Background: an optimization exercise with open tools, aiming at small area and a short achievable clock period. Do not read the settings as production practice.
Where RTL was checked, it was by simulation tests only, not by an equivalence proof against the original.
For runs 2 to 4, only the layout was checked, not whether the RTL still works.
Power figures rest on the tool's default switching activity, not on a simulated workload.

==> flow/design.v <==
module alu (
        input logic [11:0] a_in,
        input logic [11:0] b_in,
        input logic carry_in,
        input logic [2:0] func_code,
        output logic [11:0] a_out,
        output logic carry_out,
        output logic equ_out,
        output logic overflow_out
    );
    wire [12:0] add_res, sub_res;
    wire add_overflow, sub_overflow;
    wire [11:0] rot_l, rot_r;
    assign equ_out = (a_in == b_in);
    assign add_res = {1'b0, a_in} + {1'b0, b_in} + carry_in;
    assign sub_res = {1'b0, a_in} - {1'b0, b_in} - carry_in;
    assign add_overflow = (a_in[11] & b_in[11] & ~add_res[11]) | 
                         (~a_in[11] & ~b_in[11] & add_res[11]);
    assign sub_overflow = (a_in[11] & ~b_in[11] & ~sub_res[11]) | 
                         (~a_in[11] & b_in[11] & sub_res[11]);
    assign rot_l = (a_in << b_in[3:0]) | (a_in >> (12 - b_in[3:0]));
    assign rot_r = (a_in >> b_in[3:0]) | (a_in << (12 - b_in[3:0]));
    always @(*) begin
        a_out = 12'd0;
        carry_out = 1'b0;
        overflow_out = 1'b0;
        case (func_code) 
            6'd0 : begin
                a_out = add_res[11:0];
                carry_out = add_res[12];
                overflow_out = add_overflow;
            end
            6'd1 : begin 
                a_out = sub_res[11:0];
                carry_out = sub_res[12];
                overflow_out = sub_overflow;
            end
            6'd2 : begin
                a_out = rot_l;
            end
            6'd3 : begin
                a_out = rot_r;
            end
            6'd4 : begin
                a_out = a_in ^ b_in;
            end
            6'd5 : begin 
                a_out = a_in & b_in;
            end
            6'd6 : begin 
                a_out = a_in | b_in;
            end
            6'd7 : begin 
                a_out = ~a_in;
            end
        endcase
    end
endmodule
module alu_top (
        input  logic        clk,
        input  logic [11:0] a_in,
        input  logic [11:0] b_in,
        input  logic        carry_in,
        input  logic [2:0]  func_code,
        output logic [11:0] a_out,
        output logic        carry_out,
        output logic        equ_out,
        output logic        overflow_out
    );
    logic [11:0] a_q, b_q;
    logic        carry_q;
    logic [2:0]  func_q;
    wire  [11:0] res;
    wire         res_carry, res_equ, res_overflow;
    always_ff @(posedge clk) begin
        a_q     <= a_in;
        b_q     <= b_in;
        carry_q <= carry_in;
        func_q  <= func_code;
    end
    alu core_alu (
        .a_in(a_q),
        .b_in(b_q),
        .carry_in(carry_q),
        .func_code(func_q),
        .a_out(res),
        .carry_out(res_carry),
        .equ_out(res_equ),
        .overflow_out(res_overflow)
    );
    always_ff @(posedge clk) begin
        a_out        <= res;
        carry_out    <= res_carry;
        equ_out      <= res_equ;
        overflow_out <= res_overflow;
    end
endmodule
==> flow/run.sh <==
#!/bin/bash
# synth_recipe.tcl (not shown) runs the flow's synth.tcl, then flattens the netlist and writes it again
# the make line also repeats each setting of config.mk as NAME=value (left out here)
make -C /OpenROAD-flow-scripts/flow DESIGN_CONFIG=/design/flow/config.mk WORK_HOME=/design/flow/orfs CLKGATE_MAP_FILE= SYNTH_SCRIPT=/design/flow/synth_recipe.tcl finish
==> flow/config.mk <==
export PLATFORM = sky130hd
export DESIGN_NAME = alu_top
export DESIGN_NICKNAME = alu_top
export VERILOG_FILES = /design/flow/design.v
export SDC_FILE = /design/flow/constraint.sdc
export NUM_CORES = 4
export LEC_CHECK = 0
export CAP_MARGIN = 20
export CORE_MARGIN = 2
export CORE_UTILIZATION = 40
export SLEW_MARGIN = 20
==> flow/constraint.sdc <==
create_clock -name core_clock -period 4.0 [get_ports {clk}]
set_input_delay 0.8000 -clock core_clock [delete_from_list [all_inputs] [get_ports {clk}]]
set_output_delay 0.8000 -clock core_clock [all_outputs]
set_load 0.01 [all_outputs]
==> results of run 1 <==
-- tightest hold or removal path: stages, from the launching register on --
cell and delay [ps]:
dfxtp_2 320, clkinv_1 70, fa_1 220, a32oi_1 110
-- cell type report --
cell class                 count  area, µm²  area share (%)
inverter                      54        203            3.42
sequential                    43        862            14.6
clock buffer                   6        139            2.34
clock inverter                 2       35.0           0.591
timing repair buffer          65        596            10.1
multi-input combinational    474       3870            65.4
tap                          172        215            3.63
-- cell families after synthesis --
group / count (synthesis)
xor+xnor: 22
buf+inv: 100
simple gates: 143
flops: 43
compound gates: 197
mux: 59
fa+ha+maj: 53
-- metrics by stage --
stage          area, µm²  hold slack [ps]
3_5_place_dp        5750              756
2_1_floorplan       5140              639
3_3_place_gp        5750              734
4_1_cts             5920              769
5_1_grt             5920              813
6_report            5920              777
-- report_power, final --
group,leakage (nW),internal (mW),switching (mW)
clock network,0.0868,0.311,0.178
registers,0.362,0.467,0.0345
logic,1.95,0.341,0.430
-- worst paths after layout --
path	start	slack, ps	cells after the start	to
worst max-delay path	a_q[0]	410	13	carry_out
worst min-delay path	b_q[0]	780	3	a_out[0]
worst max register to register	a_q[0]	410	13	carry_out
worst min register to register	b_q[0]	780	3	a_out[0]
-- registers in the layout (all words and copies together) (netlist names) --
signal,flops
a_out,12
a_q,12
b_q,12
func_q,3
carry_out,1
carry_q,1
equ_out,1
overflow_out,1
-- layer usage --
layer / wire [µm] / vias to the layer above
li1: - / 2334
met1: 7360 / 2376
met2: 7820 / 303
met3: 1850 / 42
met4: 760 / 0
met5: 0 / -
-- placed cells by master, fill, tap and decap left out, types with 10 or more instances in the layout --
| cell | instances |
|---|---|
| nand2_1 | 51 |
| inv_1 | 49 |
| ha_1 | 49 |
| a21oi_1 | 45 |
| o21ai_0 | 43 |
| nor2_1 | 43 |
| clkdlybuf4s50_1 | 43 |
| dfxtp_1 | 42 |
| mux4_2 | 33 |
| buf_4 | 22 |
| mux2i_1 | 20 |
| nor3_1 | 14 |
| o211ai_1 | 14 |
| xnor2_1 | 12 |
| a211oi_1 | 10 |
| a31oi_1 | 10 |
| xor2_1 | 10 |
==> impl_results.md, run 1 <==
- CTS buffer count: 5
- Yosys top cell area share: 16.8%
- Finished Layout Cells: 816
- Synth Area in Simple Gates: 12.6%
- Dominant cell type by area after synthesis: dfxtp_1
- Htree depth: 2
- Synth unique cells: 64
- Crit path required time: 4230 ps
- YS warnings: 2
- Number of diodes: 0
- Total Routing Usage GR: 25.6%
- Largest cells by area after synthesis: dfxtp_1 17%, mux4_2 14%, ha_1 12%
- WP buf/inv: 2
- Post-synthesis mux area share: 19.7%
- Top Ports: 44
- Port bufs: 43
- Clock skew: 5.97 ps
- CP peak stage delay: 610 ps
- RSZ-0062 raised after global routing: no
- Delay-heaviest family, CP: adder cells
- Kind of critical path: flop to flop
- Fin crit share: 89.7%
- Startpoint types: flop
- Final WL: 17800 µm
- GRT met2 Usage: 38.3%
- CTS Buffer Depth: 2
- # setup viols final: 0
- Setup tns final: 0 ps
- Vias in the first global route: 4727
- Vias per inst: 6.19
- 1st-iter DRT viols: 599
- Max Cap Viol: 0
- First-pass GRT wire length: 27600 µm
- Met1 Resource Use GR: 35.8%
- Area growth from synthesis to final layout: 15.3%
- Post-CTS setup buffers: 0
- Synthesized area: 0.00514 mm²
- Crit path DAT: 3820 ps
- Cells after DPL: 808
- Worst-Skew Late Latency: 300 ps
- Die Wd: 117 µm
- # fillers: 1220
- Synth Area in Adders: 13.5%
- Synth async-reset ratio: 0%
- Post-synth top cells: 51 x nand2_1, 49 x ha_1, 49 x inv_1
- Post-synth EDFFs: 0
- Sequential area share after synthesis: 16.8%
- Routed WL per cell: 21.8 µm
- Max-slew violation count: 0
- Largest net degree at the start of global routing: 64
- Hold Buf Count CTS: 0
- Min-Delay Path Class: flop to flop
- Post-Place Worst Slack: 472 ps
- Post-synthesis cell count: 617
- Layout cell share with drive strength beyond 1: 12.4%
- Crit path max fanout: 4
- Tmin final: 3590 ps
- Worst-Margin Slew: 886 ps
- HPWL Detailed: 12700 µm
- Hold Fails Final Rpt: 0
- Initial antenna violation count: 0
- Post-synthesis xor/xnor area fraction: 3.75%
- DR vias: 5055
- Top-count cell post-synth: nand2_1
- GRT met3 Usage: 5.06%
- Flops & latches, synth: 43
- Nets@finish: 725
- Post-route antenna net violation count: 0
- Critical-path cell list: inv_1, fa_1, inv_1, ha_1, or2_4, fa_1, or2_2, a31o_2, a41oi_2, o21bai_1, a221oi_2, xor2_1, o2bb2ai_1
- Die area: 0.0138 mm²
- Root buffer cell: clkbuf_16
- Largest family of logic cells by synthesized area: compound AO/OA/AOI/OAI gates
- Crit-path slowest cell: fa_1
- Final worst slack: 412 ps
- Clk sinks: 43
- TritonCTS clock tree: yes
- Post-CTS sizing: 0
- Pwr Density: 297 mW/mm²
- Router iterations before antenna repair: 5
- Type of destination of the critical path: flop
- Slew margin rel.: 40.5%
- Compound-Gate Fraction of Synth Area: 25.8%
- Dominant synthesized flop cell: dfxtp_1
- Core Area: 0.0126 mm²
- Routability Congestion: 0.963
- Syn_nets: 699
- Die Span Y: 117 µm
- # DRC: 0
- P_leak: 2.40 nW
- F_max: 0.279 GHz
- GRT overflow: 0
- Maximum vdd drop: 234 µV
- Worst-path clk slew: 60 ps
- Standard-cell rows: 41
- Busiest grt layer: met2
- Starting density of the core: 40.9%
- Total power: 1.76 mW
- Fin util: 47.1%
- Run status: no timing/DRC/antenna violations
- Avg Inst Size Synth: 8.33 µm²
==> inputs of run 2 (changes only) <==
==> flow/design.v (replaced) <==
module alu (
        input logic [11:0] a_in,
        input logic [11:0] b_in,
        input logic carry_in,
        input logic [2:0] func_code,
        output logic [11:0] a_out,
        output logic carry_out,
        output logic equ_out,
        output logic overflow_out
    );
    wire sub = (func_code == 6'd1);
    wire arith = (func_code[2:1] == 2'b00);
    wire [11:0] bx = b_in ^ {12{sub}};
    wire [12:0] sum = {1'b0, a_in} + {1'b0, bx} + {12'd0, carry_in ^ sub};
    wire [3:0] n = b_in[3:0];
    logic [3:0] m;
    always_comb begin
        if (func_code[0] && n != 4'd0 && n <= 4'd11) m = 4'd12 - n;
        else if (!func_code[0] && n <= 4'd11) m = n;
        else m = 4'd0;
    end
    wire rot_zero = n[3] & n[2] & (n[1] | n[0]);
    wire [23:0] dbl = {a_in, a_in} << m;
    wire [11:0] rot = rot_zero ? 12'd0 : dbl[23:12];
    assign equ_out = (a_in == b_in);
    always_comb begin
        case (func_code)
            6'd0, 6'd1: a_out = sum[11:0];
            6'd2, 6'd3: a_out = rot;
            6'd4: a_out = a_in ^ b_in;
            6'd5: a_out = a_in & b_in;
            6'd6: a_out = a_in | b_in;
            default: a_out = ~a_in;
        endcase
    end
    assign carry_out = arith & (sum[12] ^ sub);
    assign overflow_out = arith & (a_in[11] == bx[11]) & (sum[11] != a_in[11]);
endmodule
module alu_top (
        input  logic        clk,
        input  logic [11:0] a_in,
        input  logic [11:0] b_in,
        input  logic        carry_in,
        input  logic [2:0]  func_code,
        output logic [11:0] a_out,
        output logic        carry_out,
        output logic        equ_out,
        output logic        overflow_out
    );
    logic [11:0] a_q, b_q;
    logic        carry_q;
    logic [2:0]  func_q;
    wire  [11:0] res;
    wire         res_carry, res_equ, res_overflow;
    always_ff @(posedge clk) begin
        a_q     <= a_in;
        b_q     <= b_in;
        carry_q <= carry_in;
        func_q  <= func_code;
    end
    alu core_alu (
        .a_in(a_q),
        .b_in(b_q),
        .carry_in(carry_q),
        .func_code(func_q),
        .a_out(res),
        .carry_out(res_carry),
        .equ_out(res_equ),
        .overflow_out(res_overflow)
    );
    always_ff @(posedge clk) begin
        a_out        <= res;
        carry_out    <= res_carry;
        equ_out      <= res_equ;
        overflow_out <= res_overflow;
    end
endmodule
==> run 2 against run 1 <==
Compared with the run above:
- non-clock buffer count decreased by 15
- largest power group is now registers
- critical path type unchanged
- count of clock-buffer cells in the layout is the same
- highest routed layer unchanged
- cell area shrank 34%
- critical path depth down 1
- clock skew up 2.7 ps
- worst hold slack got worse by 170 ps
- still clean on timing, DRC and antenna
- critical endpoint is now a_out[9]
==> impl_results.md, run 2 <==
- Yosys top cell area share: 26.3%
- Initial antenna violation count: 0
- Total power: 1.34 mW
- # setup viols final: 0
- CTS Buffer Depth: 2
- # fillers: 806
- Syn_nets: 428
- Largest regs: a_out (12), a_q (12), b_q (12)
- Starting density of the core: 40.5%
- Avg Inst Size Synth: 9.08 µm²
- Top Ports: 44
- DR vias: 2801
- Standard-cell rows: 33
- Tmin final: 3120 ps
- Hold path start: a_q[8]
- Fin crit share: 78.0%
- Die Span Y: 94.5 µm
- Post-synth EDFFs: 0
- Flops & latches, synth: 43
- Synthesized area: 0.00328 mm²
- Setup tns final: 0 ps
- Startpoint types: flop
- Die Wd: 94.5 µm
- GRT met2 Usage: 32.6%
- Total Routing Usage GR: 19.9%
- Post-route antenna net violation count: 0
- Crit path max fanout: 11
- Kind of critical path: flop to flop
- Post-synth top cells: 43 x dfxtp_1, 36 x ha_1, 31 x inv_1
- Layout cell share with drive strength beyond 1: 8.42%
- Vias per inst: 5.50
- Port bufs: 43
- TritonCTS clock tree: yes
- Crit path from: func_q[0]
- Part of the power in combinational logic: 32.8%
- Cells after DPL: 501
- Largest cells by area after synthesis: dfxtp_1 26%, ha_1 14%, mux2i_1 7.0%
- Cell Int Power: 0.935 mW
- Dominant cell type by area after synthesis: dfxtp_1
- Busiest grt layer: met2
- Worst-Skew Late Latency: 300 ps
- Maximum vdd drop: 151 µV
- Clk sinks: 43
- GRT overflow: 0
- Routed WL per cell: 16.4 µm
- Finished Layout Cells: 509
- Dominant synthesized flop cell: dfxtp_1
- Highest-count cells in the layout ignoring fill and taps: 43 x dfxtp_1, 43 x clkdlybuf4s50_1, 36 x ha_1, 31 x inv_1, 26 x nand2_1
- Clock skew: 8.63 ps
- Clock power share: 30.1%
- Post-CTS sizing: 0
- Sequential area share after synthesis: 26.3%
- Nets@finish: 470
- Pwr Density: 342 mW/mm²
- Run status: no timing/DRC/antenna violations
- Min-Delay Path Class: flop to flop
- Crit path DAT: 3290 ps
- GRT met3 Usage: 2.87%
- HPWL Detailed: 6390 µm
- Net switching power: 0.402 mW
- Area growth from synthesis to final layout: 19.4%
- Core Area: 0.00809 mm²
- Crit Reg-Reg Startpoint: func_q[0]
- Routability Congestion: 0.892
- Sequential Power Share: 37.1%
- Hold Fails Final Rpt: 0
- Die area: 0.00893 mm²
- Htree depth: 2
- Number of diodes: 0
- First-pass GRT wire length: 13600 µm
- YS warnings: 2
- Slew margin rel.: 47.5%
- Top-count cell post-synth: dfxtp_1
- Net Sw Frac: 30.1%
- Max-slew violation count: 0
- Synth async-reset ratio: 0%
- # DRC: 0
- Final WL: 8330 µm
- Largest net degree at the start of global routing: 30
- Type of destination of the critical path: flop
- Met1 Resource Use GR: 27.7%
- Worst-Margin Slew: 786 ps
- Router iterations before antenna repair: 5
- Vias in the first global route: 2667
- CTS buffer count: 5
- RSZ-0062 raised after global routing: no
- Synth unique cells: 60
- P_leak: 1.70 nW
- Worst-path clk slew: 90 ps
- Max Cap Viol: 0
- Root buffer cell: clkbuf_8
- Post-CTS setup buffers: 0
- Crit path required time: 4170 ps
- Hold Buf Count CTS: 0
- Post-synthesis cell count: 361
- 1st-iter DRT viols: 123
- F_max: 0.320 GHz
[run 2: cells by family after synthesis]
logic type | share of synthesized area, %
buf+inv | 6.95
simple gates | 11.6
compound gates | 21.0
mux | 13.1
flops | 26.3
fa+ha+maj | 15.0
xor+xnor | 6.15
[run 2: final cells by class]
class	instances	area, µm²	share of cell area [%]
sequential	43	861	22.0
clock inverter	2	60.1	1.54
inverter	31	116	2.97
timing repair buffer	50	483	12.3
clock buffer	6	72.6	1.85
multi-input combinational	272	2190	55.9
tap	105	131	3.36
[run 2: metrics by stage]
stage / area [µm²] / setup WS (ps) / utilization, % / hold slack (ps)
detailed placement: 3780 / 942 / 46.7 / 592
floorplan: 3280 / 561 / - / 507
finish: 3910 / 879 / 48.3 / 605
CTS: 3910 / 883 / 48.3 / 600
global placement: 3780 / 999 / 46.7 / 586
global route: 3910 / 510 / 48.3 / 645
[run 2: critical path, cell delays in order (launching register included)]
cell and delay, ps:
dfxtp_1 330, inv_1 100, nor3_2 350, buf_4 290, xnor2_1 170, ha_1 260
a21o_1 190, o21ai_0 240, a311o_1 270, nor2b_1 220, xnor2_1 100, a221oi_1 400
a22oi_2 80
[run 2: final timing paths]
kind | to | slack [ps] | cells past startpoint
max | a_out[9] | 880 | 12
min | a_out[8] | 600 | 1
max reg2reg | a_out[9] | 880 | 12
min reg2reg | a_out[8] | 600 | 1
[run 2: metal layers]
layer	share of wire, %	vias up
li1	-	1379
met5	0	-
met3	3.8	4
met2	48	68
met1	48	1350
met4	0.65	0
[run 2: power groups by stage]
| stage | combinational, mW | sequential (mW) | clock [mW] |
|---|---|---|---|
| after global routing | 0.484 | 0.500 | 0.431 |
| after CTS | 0.436 | 0.495 | 0.417 |
| final | 0.439 | 0.495 | 0.403 |
| after global placement | 0.431 | 0.506 | 0 |
| after floorplan | 0.294 | 0.507 | 0 |
| after detailed placement | 0.433 | 0.505 | 0 |
==> inputs of run 3 (changes only) <==
--- a/flow/config.mk
+++ b/flow/config.mk
@@ -9,3 +9,4 @@
 export CORE_MARGIN = 2
 export CORE_UTILIZATION = 40
+export SETUP_SLACK_MARGIN = 2.4
 export SLEW_MARGIN = 20
==> run 3 against run 2 <==
Compared with the run above:
- global-route usage up 0.99 points
- via count up 2.9%
- combinational power up 11%
- still clean
- register-to-register slack better by 310 ps
- worst hold slack better by 3.5 ps
- first-iteration DRC count up 46%
- core utilization up 2.8 points
- count of clock-buffer cells in the layout unchanged
- fmax up 11%
- clock power down 29%
==> impl_results.md, run 3 <==
- Final WL: 8780 µm
- Avg Inst Size Synth: 9.08 µm²
- CTS buffer count: 5
- Largest cells by area after synthesis: dfxtp_1 26%, ha_1 14%, mux2i_1 7.0%
- Router iterations before antenna repair: 5
- P_leak: 1.84 nW
- Post-synthesis xor/xnor area fraction: 6.15%
- Hold slack: 608 ps
- Post-synthesis cell count: 361
- Routed WL per cell: 16.6 µm
- Starting density of the core: 40.5%
- Crit path from: func_q[1]
- Crit path DAT: 2970 ps
- Uppermost layer routed: met4
- Reg-to-reg slack, setup: 1190 ps
- Compound-Gate Fraction of Synth Area: 21.0%
- Crit path max fanout: 3
- Vias in the first global route: 2795
- Kind of critical path: flop to flop
- Top Ports: 44
- DR vias: 2883
- Fin util: 51.2%
- R2R Path End: a_out[10]
- Fin crit share: 70.2%
- Routability Congestion: 0.898
- Initial antenna violation count: 0
- GRT overflow: 0
- Post-synth EDFFs: 0
- Min-Delay Path Class: flop to flop
- Worst-Margin Slew: 643 ps
- Max-slew violation count: 0
- Standard-cell rows: 33
- Crit Reg-Reg Startpoint: func_q[1]
- Largest regs: a_out (12), a_q (12), b_q (12)
- Port bufs: 43
- Final Instance Area: 0.00414 mm²
- YS warnings: 2
- Die area: 0.00893 mm²
- Dominant cell type by area after synthesis: dfxtp_1
- Dominant synthesized flop cell: dfxtp_1
- Max Cap Viol: 0
- TritonCTS clock tree: yes
- Flops & latches, synth: 43
- Root buffer cell: clkbuf_8
- F_max: 0.356 GHz
- Worst-Skew Late Latency: 300 ps
- Sequential area share after synthesis: 26.3%
- Post-synthesis mux area share: 13.1%
- Hold Fails Final Rpt: 0
- DRT met1 WL: 4120 µm
- # DRC: 0
- FF-to-FF path depth: 14
- Tmin final: 2810 ps
- Number of diodes: 0
- Area growth from synthesis to final layout: 26.3%
- Highest-count cells in the layout ignoring fill and taps: 33 x ha_1, 33 x dfxtp_1, 28 x clkdlybuf4s50_1, 27 x inv_1, 25 x nand2_1
- Total Routing Usage GR: 20.9%
- CTS Buffer Depth: 2
- Layout cell share with drive strength beyond 1: 26.6%
- RSZ-0062 raised after global routing: yes
- Largest net degree at the start of global routing: 30
- Core Area: 0.00809 mm²
- Routed length on met2: 4140 µm
- Die Wd: 94.5 µm
- Worst-path clk slew: 90 ps
- Vias per inst: 5.44
- Post-route antenna net violation count: 0
- Post-synth top cells: 43 x dfxtp_1, 36 x ha_1, 31 x inv_1
- Metal3 WL: 404 µm
- # fillers: 767
- Synthesized area: 0.00328 mm²
- Die Span Y: 94.5 µm
- Crit path required time: 4160 ps
- Htree depth: 2
- Top-count cell post-synth: dfxtp_1
- Type of destination of the critical path: flop
- Synth unique cells: 60
- Slew margin rel.: 57.0%
- 1st-iter DRT viols: 179
- Synth Area in Adders: 15.0%
- Synth Area in Simple Gates: 11.6%
- Syn_nets: 428
- Clk sinks: 43
- Pwr Density: 307 mW/mm²
- Worst setup path end: a_out[10]
- Post-place instance area: 0.00381 mm²
- Clock skew: 10.4 ps
- Run status: no timing/DRC/antenna violations
- Yosys top cell area share: 26.3%
- HPWL Detailed: 6410 µm
- First-pass GRT wire length: 14400 µm
- Nets@finish: 492
- # setup viols final: 0
- Synth async-reset ratio: 0%
- Startpoint types: flop
- Maximum vdd drop: 135 µV
- Setup tns final: 0 ps
- Largest family of logic cells by synthesized area: compound AO/OA/AOI/OAI gates
[run 3: worst min path at each step]
stage               slack (ps)    from  cells after the start  endpoint
CTS                        610  a_q[1]                      1  a_out[1]
global placement           580  a_q[8]                      1  a_out[8]
detailed placement         590  a_q[1]                      1  a_out[1]
floorplan                  510  a_q[2]                      3  a_out[2]
finish                     610  a_q[1]                      1  a_out[1]
global route               650  a_q[1]                      1  a_out[1]
[run 3: layout make-up]
cell class | count | area (µm²) | area share [%]
well taps | 105 | 131 | 3.17
clock inverters | 1 | 5.00 | 0.121
clock buffers | 6 | 82.6 | 1.99
inverters | 31 | 121 | 2.93
flip-flops and latches | 43 | 876 | 21.2
repair buffers | 72 | 596 | 14.4
multi-input cells | 272 | 2330 | 56.2
[run 3: per-layer routing]
metal  GRT usage (%)  vias to the layer above
li1                -                     1426
met1            28.7                     1373
met2            34.2                       74
met3            2.87                       10
met4            5.92                        0
met5               0                        -
[run 3: timing repair]
item	4_1_cts	5_1_grt
gates cloned	0	0
hold buffers	0	0
endpoints found under the setup margin	29	16
pin swaps	30	30
gates resized for setup	82	15
setup buffers	21	2
[run 3: report_power, final]
part	switching, mW	internal [mW]
Combinational	0.246	0.240
Sequential	0.0310	0.467
Clock	0.149	0.136
[run 3: worst max-delay path, stage by stage (launching register included)]
cell      delay, ps
dfxtp_2         340
nor3_4          260
buf_6           140
xor2_2          140
fa_2            220
inv_2            40
fa_2            340
nor2b_2         140
o211ai_1        140
a31oi_1         230
a31oi_1         140
buf_4           170
xnor2_2         130
a21oi_2         140
a32oi_1         100
[run 3: logic make-up (layout without fill, tap and decap cells)]
kind of cell | after synthesis | after routing
compound gates | 98 | 98
buf+inv | 46 | 110
flops | 43 | 43
xor+xnor | 23 | 23
simple gates | 75 | 75
mux | 38 | 38
fa+ha+maj | 38 | 38
[run 3: through the flow]
step                      instances  setup WS [ps]  power, mW
after floorplan                 361           1060      0.811
after global placement          500            715      0.945
after detailed placement        500            687      0.948
after CTS                       528           1210       1.26
after global routing            530           1000       1.35
final                           530           1190       1.27
==> inputs of run 4 (changes only) <==
--- a/flow/design.v
+++ b/flow/design.v
@@ -9,30 +9,62 @@
         output logic overflow_out
     );
-    wire sub = (func_code == 6'd1);
+    wire sub   = (func_code == 6'd1);
     wire arith = (func_code[2:1] == 2'b00);
     wire [11:0] bx = b_in ^ {12{sub}};
-    wire [12:0] sum = {1'b0, a_in} + {1'b0, bx} + {12'd0, carry_in ^ sub};
+    wire [11:0] g  = a_in & bx;
+    wire [11:0] p  = a_in ^ bx;
+    wire        c0 = carry_in ^ sub;
+    logic [11:0] gl [0:4];
+    logic [11:0] pl [0:4];
+    always_comb begin
+        gl[0] = g;
+        pl[0] = p;
+        gl[0][0] = g[0] | (p[0] & c0);
+        for (int l = 0; l < 4; l++) begin
+            for (int i = 0; i < 12; i++) begin
+                if ((i >> l) & 1) begin
+                    int j;
+                    j = ((i >> l) << l) - 1;
+                    gl[l+1][i] = gl[l][i] | (pl[l][i] & gl[l][j]);
+                    pl[l+1][i] = pl[l][i] & pl[l][j];
+                end else begin
+                    gl[l+1][i] = gl[l][i];
+                    pl[l+1][i] = pl[l][i];
+                end
+            end
+        end
+    end
+    wire [12:0] carry = {gl[4], c0};    
+    wire [11:0] sum = p ^ carry[11:0];
     wire [3:0] n = b_in[3:0];
     logic [3:0] m;
     always_comb begin
-        if (func_code[0] && n != 4'd0 && n <= 4'd11) m = 4'd12 - n;
-        else if (!func_code[0] && n <= 4'd11) m = n;
-        else m = 4'd0;
+        if (n >= 4'd12) m = 4'd0;
+        else if (func_code[0] && n != 4'd0) m = 4'd12 - n;
+        else m = n;
     end
     wire rot_zero = n[3] & n[2] & (n[1] | n[0]);
-    wire [23:0] dbl = {a_in, a_in} << m;
-    wire [11:0] rot = rot_zero ? 12'd0 : dbl[23:12];
+    wire [3:0] s1 = 4'b0001 << m[1:0];
+    wire [2:0] s2 = rot_zero ? 3'b000 : (3'b001 << m[3:2]);
+    logic [11:0] y, rot;
+    always_comb begin
+        for (int i = 0; i < 12; i++) begin
+            y[i] = (s1[0] & a_in[i]) | (s1[1] & a_in[(i + 11) % 12]) |
+                   (s1[2] & a_in[(i + 10) % 12]) | (s1[3] & a_in[(i + 9) % 12]);
+            rot[i] = (s2[0] & y[i]) | (s2[1] & y[(i + 8) % 12]) | (s2[2] & y[(i + 4) % 12]);
+        end
+    end
     assign equ_out = (a_in == b_in);
     always_comb begin
         case (func_code)
-            6'd0, 6'd1: a_out = sum[11:0];
+            6'd0, 6'd1: a_out = sum;
             6'd2, 6'd3: a_out = rot;
-            6'd4: a_out = a_in ^ b_in;
-            6'd5: a_out = a_in & b_in;
-            6'd6: a_out = a_in | b_in;
+            6'd4: a_out = p;
+            6'd5: a_out = g;
+            6'd6: a_out = p | g;
             default: a_out = ~a_in;
         endcase
     end
-    assign carry_out = arith & (sum[12] ^ sub);
+    assign carry_out = arith & (carry[12] ^ sub);
     assign overflow_out = arith & (a_in[11] == bx[11]) & (sum[11] != a_in[11]);
 endmodule
==> flow/flow/run.sh (new file) <==
#!/bin/bash
# Own layout flow: the standard ORFS flow (standard.sh), unchanged synthesis,
# with the port buffers inserted as plain buffers (BUF_CELL) instead of the
# delay cells that buffer_ports picks by default. Each step's output goes to
# a log file in the work folder; ORFS's own logs stay under orfs/logs.
set -euo pipefail
BUF_CELL=${BUF_CELL:-sky130_fd_sc_hd__buf_1}
bash standard.sh synth > synth.log 2>&1
bash standard.sh "BUFFER_PORTS_ARGS=-buffer_cell $BUF_CELL" finish > layout.log 2>&1
==> flow/standard.sh (new file) <==
#!/bin/bash
# synth_recipe.tcl (not shown) runs the flow's synth.tcl, then flattens the netlist and writes it again
# the make line also repeats each setting of config.mk as NAME=value (left out here)
make -C /OpenROAD-flow-scripts/flow DESIGN_CONFIG=/design/flow/config.mk WORK_HOME=/design/flow/orfs CLKGATE_MAP_FILE= SYNTH_SCRIPT=/design/flow/synth_recipe.tcl "${@:-finish}"
--- a/flow/config.mk
+++ b/flow/config.mk
@@ -9,4 +9,4 @@
 export CORE_MARGIN = 2
 export CORE_UTILIZATION = 40
-export SETUP_SLACK_MARGIN = 2.4
+export SETUP_SLACK_MARGIN = 2.5
 export SLEW_MARGIN = 20
removed: flow/run.sh
==> run 4 against run 3 <==
Compared with the run above:
- cell count increased by 2.3%
- critical path depth increased by 3
- clock power increased by 31%
- wire length up 15%
- clock skew shrank 1.9 ps
- count of clock-buffer cells in the layout is the same
- global-route usage up 2.4 points
- power is 14% higher
- first-iteration DRC count rose by 17%
- critical path type unchanged
- largest power group is now combinational cells
- highest routed layer unchanged
==> impl_results.md, run 4 <==
- Largest cells by area after synthesis: dfxtp_1 27%, ha_1 9.7%, mux2i_1 7.4%
- CTS buffer count: 5
- Largest net degree at the start of global routing: 26
- Metal3 WL: 781 µm
- TritonCTS clock tree: yes
- Final worst slack: 843 ps
- Number of diodes: 0
- Hold slack: 580 ps
- Min-Delay Path Class: input pin to flop
- Routed length on met2: 4620 µm
- Max-slew violation count: 0
- Routability Congestion: 0.908
- Syn_nets: 419
- Die Wd: 93.9 µm
- Fin crit share: 78.9%
- HPWL Detailed: 7010 µm
- Standard-cell rows: 32
- Run status: no timing/DRC/antenna violations
- YS warnings: 4
- Slew margin rel.: 31.9%
- GRT overflow: 0
- Post-synthesis cell count: 360
- Maximum vdd drop: 169 µV
- Synth unique cells: 62
- Post-synth top cells: 43 x dfxtp_1, 32 x inv_1, 25 x ha_1
- Post-synth EDFFs: 0
- P_leak: 1.93 nW
- Max Cap Viol: 0
- Synthesized area: 0.00323 mm²
- Htree depth: 2
- Synth async-reset ratio: 0%
- Routed WL per cell: 18.6 µm
- Final WL: 10100 µm
- Crit-path slowest cell: fa_2
- DRT met1 WL: 4340 µm
- CTS Buffer Depth: 2
- Top Ports: 44
- Critical-path cell list: clkinv_4, nand2_4, nor2_4, buf_12, xor2_4, fa_2, fa_2, a21oi_2, nand4b_1, a21boi_2, o21ai_2, nor2b_4, fa_2, xnor2_1, a21o_1, inv_2, a221oi_2
- CP dominant cell by count: fa_2
- F_max: 0.317 GHz
- Commonest non-fill, non-tap cell in the layout: dfxtp_1
- Clock skew: 8.48 ps
- Crit path max fanout: 4
- Crit path DAT: 3380 ps
- Worst-Skew Late Latency: 300 ps
- Hold Buf Count CTS: 0
- WP buf/inv: 3
- Layout cell share with drive strength beyond 1: 34.5%
- Register area: 875 µm²
- Setup tns final: 0 ps
- # fillers: 670
- Sequential area share after synthesis: 26.7%
- Post-Place Worst Slack: 623 ps
- Die area: 0.00881 mm²
- Largest regs: a_out (12), a_q (12), b_q (12)
- Avg Inst Size Synth: 8.97 µm²
- Startpoint types: flop
- Router iterations before antenna repair: 5
- Crit path required time: 4220 ps
- Delay-heaviest family, CP: adder cells
- CP peak stage delay: 390 ps
- Vias per inst: 5.75
- Initial antenna violation count: 0
- Starting density of the core: 41.6%
- Vias in the first global route: 3036
- Top-count cell post-synth: dfxtp_1
- Highest-count cells in the layout ignoring fill and taps: 34 x dfxtp_1, 29 x inv_1, 29 x buf_4, 28 x buf_1, 23 x mux2i_1
- Root buffer cell: clkbuf_8
- Post-route antenna net violation count: 0
- Nets@finish: 498
- First-pass GRT wire length: 15700 µm
- Multi-input gate area: 0.00258 mm²
- Type of destination of the critical path: flop
- Pwr Density: 324 mW/mm²
- Dominant synthesized flop cell: dfxtp_1
- 1st-iter DRT viols: 210
- Worst-path clk slew: 90 ps
- # setup viols final: 0
- RSZ-0062 raised after global routing: yes
- Area growth from synthesis to final layout: 38.5%
- Die Span Y: 93.9 µm
- Core Area: 0.00777 mm²
- Clk sinks: 43
- Tmin final: 3160 ps
- Uppermost layer routed: met4
- Hold Fails Final Rpt: 0
- Dominant cell type by area after synthesis: dfxtp_1
- DR vias: 3116
- Worst-Margin Slew: 1010 ps
- Total Routing Usage GR: 23.3%
- # DRC: 0
- Port bufs: 43
- Flops & latches, synth: 43
- Yosys top cell area share: 26.7%
- Kind of critical path: flop to flop
-- run 4: changes by cell type in the layout (fill, tap and decap cells not counted), moves of 5 or more --
cell             before  now
buf_1                 0   28
mux2_2               11    0
o21ai_0               7    2
buf_6                 4   17
ha_1                 33   22
nand2_1              25   12
nand3_1               2   11
nand4_1               0    6
clkdlybuf4s50_1      28    0
nor2b_1              11    3
buf_4                24   29
o21ai_1               6    1
-- run 4: timing repair --
item	4_1_cts	5_1_grt
buffers inserted	28	10
setup endpoints to repair	29	29
gates resized for setup	73	40
pin swaps	26	26
-- run 4: cells by family (layout without fill, tap and decap cells) --
family                     Yosys count  after routing  share of synthesized area (%)
buffers and inverters               50            130                           7.05
muxes                               28             28                           10.0
AOI/OAI and AO/OA                   90             90                           21.2
and+or+nand+nor                     88             88                           13.9
xor gates and xnor gates            31             31                           8.41
adders and majority gates           30             30                           12.8
DFF                                 43             43                           26.7
-- run 4: layout make-up --
class | instances | share of cell area (%)
Multi-Input combinational cell | 267 | 57.6
Sequential cell | 43 | 19.6
Timing Repair Buffer | 88 | 14.1
Inverter | 34 | 3.16
Tap cell | 102 | 2.85
Clock buffer | 6 | 1.85
Clock inverter | 2 | 0.867
-- run 4: through the flow --
step                      instance area (µm²)  cells  util (%)  power [mW]
after floorplan                          3340    360         -       0.819
after global placement                   3540    496      45.6       0.924
after detailed placement                 3540    496      45.6       0.924
after CTS                                4200    532      54.1        1.38
after global routing                     4470    542      57.6        1.52
final                                    4470    542      57.6        1.45
-- run 4: power breakdown --
part | internal (mW) | total, mW | switching, mW
logic | 0.272 | 0.574 | 0.302
clock network | 0.206 | 0.374 | 0.169
registers | 0.468 | 0.502 | 0.0334
-- run 4: worst paths after layout --
path	startpoint	endpoint	slack, ps	cells after the start
worst max-delay path	func_q[2]	a_out[9]	840	17
worst min-delay path	b_in[2]	b_q[2]	580	1
worst max register to register	func_q[2]	a_out[9]	840	17
worst min register to register	a_q[9]	a_out[9]	600	1
-- run 4: metal layers --
layer	vias up	track usage [%]
met5	-	0
met4	0	8.70
met3	27	5.38
met2	191	37.6
met1	1444	30.2
li1	1454	-

[separate check: timing with driven ports]
The flow's constraints put no driver on any port. The routed layouts listed below were extracted and timed again, unchanged, in two steps.
Step 1 (the two cells are an assumption about what drives the block):
set clk [get_ports {clk}]
set_driving_cell -lib_cell sky130_fd_sc_hd__clkbuf_16 $clk
set_driving_cell -lib_cell sky130_fd_sc_hd__buf_2 [delete_from_list [all_inputs] $clk]
Step 2 also shifts input and output timing later by t, the mid clock arrival at the registers, as if the neighbouring blocks saw the same clock.
Slacks: ideal / step 1 / step 2; pairs: ideal / step 1.
run | t, ns | setup slack, ns | worst hold slack (ns) | worst setup path after step 2 | worst register clock-pin slew, ns
run 1 | 0.336 | 0.412 / 0.412 / 0.412 | 0.777 / 0.777 / 0.777 | register to register | 0.06 / 0.06
run 2 | 0.326 | 0.879 / 0.879 / 0.879 | 0.605 / 0.605 / 0.605 | register to register | 0.09 / 0.09
run 3 | 0.327 | 1.192 / 1.192 / 1.192 | 0.608 / 0.608 / 0.608 | register to register | 0.09 / 0.09
run 4 | 0.330 | 0.843 / 0.843 / 0.843 | 0.580 / 0.571 / 0.599 | register to register | 0.09 / 0.09
After both steps every run listed still meets setup and hold.
